This design comes from an exercise in tuning for small area on the open sky130 flow, not from production work. RTL that was checked went through simulation tests only; none was proved equivalent to the original. No activity file was given, so power comes from the tool's default toggle rates.

==> job 805: inputs <==
Design top_level, start of the top module:
module top_level(clk,reset,btn_left,btn_right,sw_left,sw_right,rgb,h_sync,v_sync);
export LEC_CHECK = 0
export CAP_MARGIN = 20
export CORE_MARGIN = 2
export CORE_UTILIZATION = 50
export SLEW_MARGIN = 20
create_clock -name core_clock -period 10.0 [get_ports {clk}]
standard.sh (not shown) runs the stock make flow with config.mk's settings and CLKGATE_MAP_FILE= SYNTH_SCRIPT=/design/flow/synth_recipe.tcl, a recipe that flattens the netlist after the stock synthesis.
==> flow/flow/run.sh <==
#!/bin/bash
# Own layout flow:
#  1. the standard synthesis (standard.sh, up to 1_2_yosys.v);
#  2. the combinational logic between the synthesised flip-flops is mapped
#     again by ABC for area (flow/reopt.ys), from a few random seeds, keeping
#     the smallest; the flip-flops, their names and cell types are kept
#     exactly as synthesised;
#  3. the standard layout (standard.sh finish) from that netlist, with
#     plain buf_1 cells as the port buffers and a clock tree of clkbuf_8
#     cells without dummy loads.
# Each tool's output goes to a log file of its own in the work folder.
set -euo pipefail
W=$(pwd)
R="$W/orfs/results/$FLOW_PLATFORM/top_level/base"
YOSYS="$FLOW_HOME/../tools/install/yosys/bin/yosys"
[[ -x "$YOSYS" ]] || YOSYS=$(command -v yosys)
LIB="$FLOW_HOME/platforms/$FLOW_PLATFORM/lib/sky130_fd_sc_hd__tt_025C_1v80.lib"

bash standard.sh "$R/1_2_yosys.v" > "$W/flow_synth.log" 2>&1
cp "$R/1_2_yosys.v" "$W/std_1_2_yosys.v"

# flip-flop cells the standard synthesis used: kept as black boxes
FFS=$(grep -o 'sky130_fd_sc_hd__[a-z0-9_]*' "$W/std_1_2_yosys.v" | sort -u | grep -E '__(df|edf|sdf|dl)' | tr '\n' ' ')
# cells the platform marks don't-use, as the standard synthesis passed them to ABC
DONT=$(grep -o -- '-dont_use [^ ]*' "$W/orfs/logs/$FLOW_PLATFORM/top_level/base/1_2_yosys.log" | sort -u | tr '\n' ' ')

best=""
best_area=""
for S in 1 2 3 4; do
  sed -e "s|@LIB@|$LIB|g" -e "s|@FFS@|$FFS|g" -e "s|@DONT@|$DONT|g" \
      -e "s|@T@|100|g" -e "s|@S@|$S|g" \
      -e "s|@IN@|$W/std_1_2_yosys.v|g" -e "s|@OUT@|$W/reopt_$S.v|g" \
      "$W/flow/reopt.ys" > "$W/reopt_$S.ys"
  "$YOSYS" -s "$W/reopt_$S.ys" > "$W/flow_reopt_$S.log" 2>&1 &
done
wait
for S in 1 2 3 4; do
  a=$(grep 'Chip area' "$W/flow_reopt_$S.log" | tail -1 | awk '{print $NF}') || continue
  [[ -n "$a" && -s "$W/reopt_$S.v" ]] || continue
  if [[ -z "$best" ]] || awk -v a="$a" -v b="$best_area" 'BEGIN{exit !(a < b)}'; then
    best=$S; best_area=$a
  fi
done
echo "reopt: seed $best, area $best_area" > "$W/flow_reopt.log"
cp "$W/reopt_$best.v" "$R/1_2_yosys.v"
touch "$R/1_2_yosys.v"
export BUFFER_PORTS_ARGS="-buffer_cell sky130_fd_sc_hd__buf_1"
export CTS_ARGS="-sink_clustering_enable -repair_clock_nets -buf_list sky130_fd_sc_hd__clkbuf_8 -root_buf sky130_fd_sc_hd__clkbuf_8 -dont_use_dummy_load"
bash standard.sh finish > "$W/flow_layout.log" 2>&1
==> flow/flow/reopt.ys <==
# Re-map the combinational logic of the standard synthesis for area.
# The liberty cells are read as logic so that flatten turns the netlist's
# gates into plain logic; the flip-flop cells stay black boxes.
read_liberty -ignore_miss_func -ignore_miss_dir -ignore_miss_data_latch @LIB@
read_verilog @IN@
hierarchy -check -top top_level
blackbox @FFS@
flatten
opt -purge
abc -liberty @LIB@ @DONT@ -script +strash;&get,-n;&st;&deepsyn,-T,@T@,-S,@S@;&dch;&nf,-a;&put;topo;stime,-c
# the cells ABC placed, as black boxes again
read_liberty -lib -overwrite -ignore_miss_dir @LIB@
hierarchy -check -top top_level
opt_clean -purge
hilomap -singleton -hicell sky130_fd_sc_hd__conb_1 HI -locell sky130_fd_sc_hd__conb_1 LO
insbuf -buf sky130_fd_sc_hd__buf_1 A X
opt_clean -purge
check -assert
stat -liberty @LIB@
write_verilog -noattr -noexpr -nohex -nodec @OUT@
==> inputs of job 7831, as changes to job 805 <==
--- a/flow/design.v
+++ b/flow/design.v
@@ -41,27 +41,29 @@
             else if (!sw_left && dl[2] && (pl <= 45)) pl <= pl + 1'b1;
             if (sw_right && dr[2] && (pr >= 5)) pr <= pr - 1'b1;
             else if (!sw_right && dr[2] && (pr <= 45)) pr <= pr + 1'b1;
         end
     wire [6:0] hq = hc[9:3];
     wire [2:0] hl = hc[2:0];
     wire [6:0] vq = vc[9:3];
     wire [2:0] vl = vc[2:0];
-    wire [6:0] vq13 = vq - 7'd13;
+    wire [6:0] vq_cmp = vl[2] ? vq : vq - 7'd13;
+    wire pl_at = (vq_cmp == {1'b0, pl});
+    wire pr_at = (vq_cmp == {1'b0, pr});
     reg pl_rows, pr_rows;
     always @(posedge clk)
         if (reset) begin
             pl_rows <= 1'b0;
             pr_rows <= 1'b0;
-        end else if (line_end) begin
-            if (vq == {1'b0, pl} && vl == 4) pl_rows <= 1'b1;
-            else if (vq13 == {1'b0, pl} && vl == 0) pl_rows <= 1'b0;
-            if (vq == {1'b0, pr} && vl == 4) pr_rows <= 1'b1;
-            else if (vq13 == {1'b0, pr} && vl == 0) pr_rows <= 1'b0;
+        end else if (line_end && vl[1:0] == 0) begin
+            if (vl[2] && pl_at) pl_rows <= 1'b1;
+            else if (!vl[2] && pl_at) pl_rows <= 1'b0;
+            if (vl[2] && pr_at) pr_rows <= 1'b1;
+            else if (!vl[2] && pr_at) pr_rows <= 1'b0;
         end
     wire lp_on = (hc >= 283) && (hc <= 292) && pl_rows;
     wire rp_on = (hc >= 793) && (hc <= 802) && pr_rows;
     reg [6:0] bx;            
     reg [5:0] by;            
     wire bh0 = (hq == bx);
     wire bv0 = (vq == {1'b0, by});
     reg bh1, bv1;            
@@ -392,19 +394,17 @@
         ((tx == 32 || tx == 103) && g_82) ||
         ((tx == 33 || tx == 104) && g_69) ||
         ((tx == 34 || tx == 105) && g_58) ||
         ((tx == 61 || tx == 66) && g_80) ||
         ((tx == 62) && g_73) ||
         ((tx == 63 || tx == 68) && g_78) ||
         ((tx == 64 || tx == 69) && g_71) ||
         ((tx == 65) && g_45)));
-    wire video_on = ((hc < 863) || (hc == 1023)) && ((vc < 479) || (vc == 524));
-    wire top_on = (vc >= 33) && (vc <= 35);
+    wire top_on = (vc >= 33) && (vc <= 35) && ((hc < 863) || (hc == 1023));
     assign rgb =
-        !video_on ? 12'h000 :
         text_on   ? 12'h0f0 :
         top_on    ? 12'hff0 :
         ball_on   ? 12'h00f :
         (lp_on || rp_on) ? 12'hfff : 12'h000;
     assign h_sync = ~((hc >= 887) && (hc < 983));
     assign v_sync = ~((vc >= 489) && (vc < 491));
 endmodule
==> flow/flow/run.sh (replaced) <==
#!/bin/bash
# Own layout flow:
#  1. the standard synthesis (standard.sh, up to 1_2_yosys.v);
#  2. the combinational logic between the synthesised flip-flops is mapped
#     again by ABC for area (flow/reopt.ys): two rounds of deepsyn (270 s each) from four
#     random seeds, then don't-care based resynthesis (mfs3) of the best in a
#     few variants; each result must be proved equivalent to the standard
#     synthesis (flow/equiv.ys) and the smallest proved one is kept. The
#     flip-flops, their names and cell types stay exactly as synthesised;
#  3. the standard layout (standard.sh finish) from that netlist, with
#     plain buf_1 cells as the port buffers and a clock tree of clkbuf_8
#     cells without dummy loads.
# Each tool's output goes to a log file of its own in the work folder.
set -uo pipefail
W=$(pwd)
R="$W/orfs/results/$FLOW_PLATFORM/top_level/base"
YOSYS="$FLOW_HOME/../tools/install/yosys/bin/yosys"
[[ -x "$YOSYS" ]] || YOSYS=$(command -v yosys)
LIB="$FLOW_HOME/platforms/$FLOW_PLATFORM/lib/sky130_fd_sc_hd__tt_025C_1v80.lib"

bash standard.sh "$R/1_2_yosys.v" > "$W/flow_synth.log" 2>&1 || exit 1
STD="$W/std_1_2_yosys.v"
cp "$R/1_2_yosys.v" "$STD"

# flip-flop cells the standard synthesis used: kept as black boxes
FFS=$(grep -o 'sky130_fd_sc_hd__[a-z0-9_]*' "$STD" | sort -u | grep -E '__(df|edf|sdf|dl)' | tr '\n' ' ')
# cells the platform marks don't-use, as the standard synthesis passed them to ABC
DONT=$(grep -o -- '-dont_use [^ ]*' "$W/orfs/logs/$FLOW_PLATFORM/top_level/base/1_2_yosys.log" | sort -u | tr '\n' ' ')

# reopt NAME IN SCRIPT: writes $W/NAME.v and $W/flow_NAME.log
reopt() {
  local script
  script=$(printf '%s' "$3" | sed 's/[&|\\]/\\&/g')
  sed -e "s|@LIB@|$LIB|g" -e "s|@FFS@|$FFS|g" -e "s|@DONT@|$DONT|g" \
      -e "s|@SCRIPT@|$script|g" -e "s|@IN@|$2|g" -e "s|@OUT@|$W/$1.v|g" \
      "$W/flow/reopt.ys" > "$W/$1.ys"
  "$YOSYS" -s "$W/$1.ys" > "$W/flow_$1.log" 2>&1 || rm -f "$W/$1.v"
}
# proved NAME: NAME.v does what the standard synthesis does
proved() {
  sed -e "s|@LIB@|$LIB|g" -e "s|@GOLD@|$STD|g" -e "s|@GATE@|$W/$1.v|g" \
      "$W/flow/equiv.ys" > "$W/equiv_$1.ys"
  "$YOSYS" -s "$W/equiv_$1.ys" > "$W/flow_equiv_$1.log" 2>&1
}
area() { grep 'Chip area' "$W/flow_$1.log" | tail -1 | awk '{print $NF}'; }

best="std"; best_area=999999999
cp "$STD" "$W/std.v"
pick() {
  for n in "$@"; do
    [[ -s "$W/$n.v" ]] || continue
    a=$(area "$n"); [[ -n "$a" ]] || continue
    if awk -v a="$a" -v b="$best_area" 'BEGIN{exit !(a < b)}' && proved "$n"; then
      best=$n; best_area=$a
    fi
  done
}

DS='strash;&get,-n;&st;&deepsyn,-T,270,-S,@A@;&dch;&nf,-a;&put;strash;&get,-n;&st;&deepsyn,-T,270,-S,@B@;&dch;&nf,-a;&put;topo;stime,-c'
for S in 1 2 3 4; do
  reopt "ds_$S" "$STD" "$(echo "$DS" | sed -e "s/@A@/$S/" -e "s/@B@/$((S + 10))/")" &
done
wait
pick ds_1 ds_2 ds_3 ds_4
A="$best"

M='strash;&get,-n;&st;&dch;&nf,-a;&put;'
reopt mfs_1 "$W/$A.v" "${M}mfs3,-ae;mfs3,-ae;topo;stime,-c" &
reopt mfs_2 "$W/$A.v" "${M}mfs3,-ae,-R,2;topo;stime,-c" &
reopt mfs_3 "$W/$A.v" "${M}mfs3,-ae,-K,8;topo;stime,-c" &
reopt mfs_4 "$W/$A.v" "${M}mfs3,-ae;topo;stime,-c" &
wait
pick mfs_1 mfs_2 mfs_3 mfs_4

echo "reopt: kept $best, area $best_area (deepsyn best $A)" > "$W/flow_reopt.log"
cp "$W/$best.v" "$R/1_2_yosys.v"
touch "$R/1_2_yosys.v"
export BUFFER_PORTS_ARGS="-buffer_cell sky130_fd_sc_hd__buf_1"
export CTS_ARGS="-sink_clustering_enable -repair_clock_nets -buf_list sky130_fd_sc_hd__clkbuf_8 -root_buf sky130_fd_sc_hd__clkbuf_8 -dont_use_dummy_load"
bash standard.sh finish > "$W/flow_layout.log" 2>&1
==> flow/flow/equiv.ys (new file) <==
# Proves that @GATE@ does what @GOLD@ does: the combinational logic between
# the same, same-named flip-flops.
read_liberty -ignore_miss_func -ignore_miss_dir -ignore_miss_data_latch @LIB@
read_verilog @GOLD@
rename top_level gold
read_verilog @GATE@
rename top_level gate
hierarchy -check
flatten
rename -hide w:_*
opt_clean
equiv_make gold gate eq
hierarchy -top eq
equiv_simple
equiv_induct
equiv_status -assert
==> flow/flow/reopt.ys (replaced) <==
# Re-map the combinational logic of a netlist for area with the ABC script
# @SCRIPT@. The liberty cells are read as logic so that flatten turns the
# netlist's gates into plain logic; the flip-flop cells stay black boxes.
read_liberty -ignore_miss_func -ignore_miss_dir -ignore_miss_data_latch @LIB@
read_verilog @IN@
hierarchy -check -top top_level
blackbox @FFS@
flatten
opt -purge
abc -liberty @LIB@ @DONT@ -script +@SCRIPT@
# the cells ABC placed, as black boxes again
read_liberty -lib -overwrite -ignore_miss_dir @LIB@
hierarchy -check -top top_level
opt_clean -purge
hilomap -singleton -hicell sky130_fd_sc_hd__conb_1 HI -locell sky130_fd_sc_hd__conb_1 LO
insbuf -buf sky130_fd_sc_hd__buf_1 A X
opt_clean -purge
check -assert
stat -liberty @LIB@
write_verilog -noattr -noexpr -nohex -nodec @OUT@
==> inputs of job 1214, as changes to job 805 <==
--- a/flow/design.v
+++ b/flow/design.v
@@ -41,27 +41,29 @@
             else if (!sw_left && dl[2] && (pl <= 45)) pl <= pl + 1'b1;
             if (sw_right && dr[2] && (pr >= 5)) pr <= pr - 1'b1;
             else if (!sw_right && dr[2] && (pr <= 45)) pr <= pr + 1'b1;
         end
     wire [6:0] hq = hc[9:3];
     wire [2:0] hl = hc[2:0];
     wire [6:0] vq = vc[9:3];
     wire [2:0] vl = vc[2:0];
-    wire [6:0] vq13 = vq - 7'd13;
+    wire [6:0] vq_cmp = vl[2] ? vq : vq - 7'd13;
+    wire pl_at = (vq_cmp == {1'b0, pl});
+    wire pr_at = (vq_cmp == {1'b0, pr});
     reg pl_rows, pr_rows;
     always @(posedge clk)
         if (reset) begin
             pl_rows <= 1'b0;
             pr_rows <= 1'b0;
-        end else if (line_end) begin
-            if (vq == {1'b0, pl} && vl == 4) pl_rows <= 1'b1;
-            else if (vq13 == {1'b0, pl} && vl == 0) pl_rows <= 1'b0;
-            if (vq == {1'b0, pr} && vl == 4) pr_rows <= 1'b1;
-            else if (vq13 == {1'b0, pr} && vl == 0) pr_rows <= 1'b0;
+        end else if (line_end && vl[1:0] == 0) begin
+            if (vl[2] && pl_at) pl_rows <= 1'b1;
+            else if (!vl[2] && pl_at) pl_rows <= 1'b0;
+            if (vl[2] && pr_at) pr_rows <= 1'b1;
+            else if (!vl[2] && pr_at) pr_rows <= 1'b0;
         end
     wire lp_on = (hc >= 283) && (hc <= 292) && pl_rows;
     wire rp_on = (hc >= 793) && (hc <= 802) && pr_rows;
     reg [6:0] bx;            
     reg [5:0] by;            
     wire bh0 = (hq == bx);
     wire bv0 = (vq == {1'b0, by});
     reg bh1, bv1;            
@@ -392,19 +394,17 @@
         ((tx == 32 || tx == 103) && g_82) ||
         ((tx == 33 || tx == 104) && g_69) ||
         ((tx == 34 || tx == 105) && g_58) ||
         ((tx == 61 || tx == 66) && g_80) ||
         ((tx == 62) && g_73) ||
         ((tx == 63 || tx == 68) && g_78) ||
         ((tx == 64 || tx == 69) && g_71) ||
         ((tx == 65) && g_45)));
-    wire video_on = ((hc < 863) || (hc == 1023)) && ((vc < 479) || (vc == 524));
-    wire top_on = (vc >= 33) && (vc <= 35);
+    wire top_on = (vc >= 33) && (vc <= 35) && ((hc < 863) || (hc == 1023));
     assign rgb =
-        !video_on ? 12'h000 :
         text_on   ? 12'h0f0 :
         top_on    ? 12'hff0 :
         ball_on   ? 12'h00f :
         (lp_on || rp_on) ? 12'hfff : 12'h000;
     assign h_sync = ~((hc >= 887) && (hc < 983));
     assign v_sync = ~((vc >= 489) && (vc < 491));
 endmodule
--- a/flow/flow/run.sh
+++ b/flow/flow/run.sh
@@ -1,14 +1,14 @@
 #!/bin/bash
 # Own layout flow:
 #  1. the standard synthesis (standard.sh, up to 1_2_yosys.v);
 #  2. the combinational logic between the synthesised flip-flops is mapped
-#     again by ABC for area (flow/reopt.ys), from a few random seeds, keeping
-#     the smallest; the flip-flops, their names and cell types are kept
+#     again by ABC for area (flow/reopt.ys: two rounds of deepsyn), from a
+#     few random seeds, keeping the smallest; the flip-flops, their names and cell types are kept
 #     exactly as synthesised;
 #  3. the standard layout (standard.sh finish) from that netlist, with
 #     plain buf_1 cells as the port buffers and a clock tree of clkbuf_8
 #     cells without dummy loads.
 # Each tool's output goes to a log file of its own in the work folder.
 set -euo pipefail
 W=$(pwd)
 R="$W/orfs/results/$FLOW_PLATFORM/top_level/base"
@@ -23,17 +23,17 @@
 FFS=$(grep -o 'sky130_fd_sc_hd__[a-z0-9_]*' "$W/std_1_2_yosys.v" | sort -u | grep -E '__(df|edf|sdf|dl)' | tr '\n' ' ')
 # cells the platform marks don't-use, as the standard synthesis passed them to ABC
 DONT=$(grep -o -- '-dont_use [^ ]*' "$W/orfs/logs/$FLOW_PLATFORM/top_level/base/1_2_yosys.log" | sort -u | tr '\n' ' ')
 
 best=""
 best_area=""
 for S in 1 2 3 4; do
   sed -e "s|@LIB@|$LIB|g" -e "s|@FFS@|$FFS|g" -e "s|@DONT@|$DONT|g" \
-      -e "s|@T@|100|g" -e "s|@S@|$S|g" \
+      -e "s|@T@|150|g" -e "s|@S@|$S|g" -e "s|@S2@|$((S + 10))|g" \
       -e "s|@IN@|$W/std_1_2_yosys.v|g" -e "s|@OUT@|$W/reopt_$S.v|g" \
       "$W/flow/reopt.ys" > "$W/reopt_$S.ys"
   "$YOSYS" -s "$W/reopt_$S.ys" > "$W/flow_reopt_$S.log" 2>&1 &
 done
 wait
 for S in 1 2 3 4; do
   a=$(grep 'Chip area' "$W/flow_reopt_$S.log" | tail -1 | awk '{print $NF}') || continue
   [[ -n "$a" && -s "$W/reopt_$S.v" ]] || continue
==> flow/flow/reopt.ys (replaced) <==
# Re-map the combinational logic of the standard synthesis for area.
# The liberty cells are read as logic so that flatten turns the netlist's
# gates into plain logic; the flip-flop cells stay black boxes.
read_liberty -ignore_miss_func -ignore_miss_dir -ignore_miss_data_latch @LIB@
read_verilog @IN@
hierarchy -check -top top_level
blackbox @FFS@
flatten
opt -purge
abc -liberty @LIB@ @DONT@ -script +strash;&get,-n;&st;&deepsyn,-T,@T@,-S,@S@;&dch;&nf,-a;&put;strash;&get,-n;&st;&deepsyn,-T,@T@,-S,@S2@;&dch;&nf,-a;&put;topo;stime,-c
# the cells ABC placed, as black boxes again
read_liberty -lib -overwrite -ignore_miss_dir @LIB@
hierarchy -check -top top_level
opt_clean -purge
hilomap -singleton -hicell sky130_fd_sc_hd__conb_1 HI -locell sky130_fd_sc_hd__conb_1 LO
insbuf -buf sky130_fd_sc_hd__buf_1 A X
opt_clean -purge
check -assert
stat -liberty @LIB@
write_verilog -noattr -noexpr -nohex -nodec @OUT@
==> summary of the runs <==
The lowest global-route usage belongs to job 7831, the highest to job 1214.
The highest clock skew belongs to job 7831, the lowest to job 1214.
In synthesized area, job 805 and job 1214 hardly differ.
In job 7831 the register-to-register slack is higher than in job 1214, by 0.47 ns.
In clock power, job 7831 and job 805 hardly differ.
In sequential cell count, job 805 and job 7831 do not differ.
Against job 805, the synthesized cell count of job 7831 is lower by about 2.5%.
==> figures <==
Run status: job 7831 complete, no violations; job 805 complete, no violations; job 1214 complete, no violations
First-pass GRT wire length: job 7831 22800 um; job 805 24100 um; job 1214 25000 um
Seq/total area: job 7831 29.5%; job 805 29.0%; job 1214 29.0%
Standby leakage power: job 7831 1.77 nW; job 805 1.78 nW; job 1214 1.70 nW
Via count: job 7831 5090; job 805 5333; job 1214 5373
# placed instances: job 7831 803; job 805 822; job 1214 807
Post-detailed-placement cell area: job 7831 5070 um^2; job 805 5150 um^2; job 1214 5160 um^2
Internal power summed over all cells: job 7831 473 uW; job 805 487 uW; job 1214 509 uW
Hold path startpoint: job 7831 lc[4]; job 805 lc[4]; job 1214 score[5]
Die width: job 7831 103 um; job 805 103 um; job 1214 103 um
Combined global-route utilization of all metal layers: job 7831 28.1%; job 805 28.9%; job 1214 30.6%
Via count of the first global-routing pass: job 7831 4508; job 805 4860; job 1214 4728
Routability congestion estimate: job 7831 1.03; job 805 0.985; job 1214 0.958
Placement Setup Slack: job 7831 3.92 ns; job 805 4.15 ns; job 1214 4.44 ns
Met1 usage in global routing: job 7831 36.6%; job 805 39.2%; job 1214 40.5%
Setup skew after layout: job 7831 0.0274 ns; job 805 0.0232 ns; job 1214 0.0232 ns
For job 805, only the layout was checked, not whether the RTL still works.

-- separate check: timing with driven ports --
Ports are ideal in the flow. The routed layouts listed here were re-timed in OpenROAD.
Step 1, drivers: a clkbuf_16 drives clk and a buf_2 each remaining input, both assumed.
Step 2 also shifts input and output timing later by t, the mid clock arrival at the registers, as if the neighbouring blocks saw the same clock.
Three values: ideal ports, drivers, drivers and shift; two values: the first two.
| run | t, ns | setup slack, ns | worst hold slack (ns) | slew at the worst register clock pin (ns) | cell pins on the clock port's net |
|---|---|---|---|---|---|
| job 805 | 0.384 | 3.724 / 3.689 / 4.073 | 0.461 / 0.461 / 0.461 | 0.08 / 0.08 | 1 |
| job 7831 | 0.396 | 3.370 / 3.338 / 3.734 | 0.459 / 0.459 / 0.459 | 0.09 / 0.09 | 1 |
| job 1214 | 0.387 | 3.932 / 3.901 / 4.288 | 0.466 / 0.466 / 0.466 | 0.09 / 0.09 | 1 |
After both steps setup and hold are still met in every run listed.
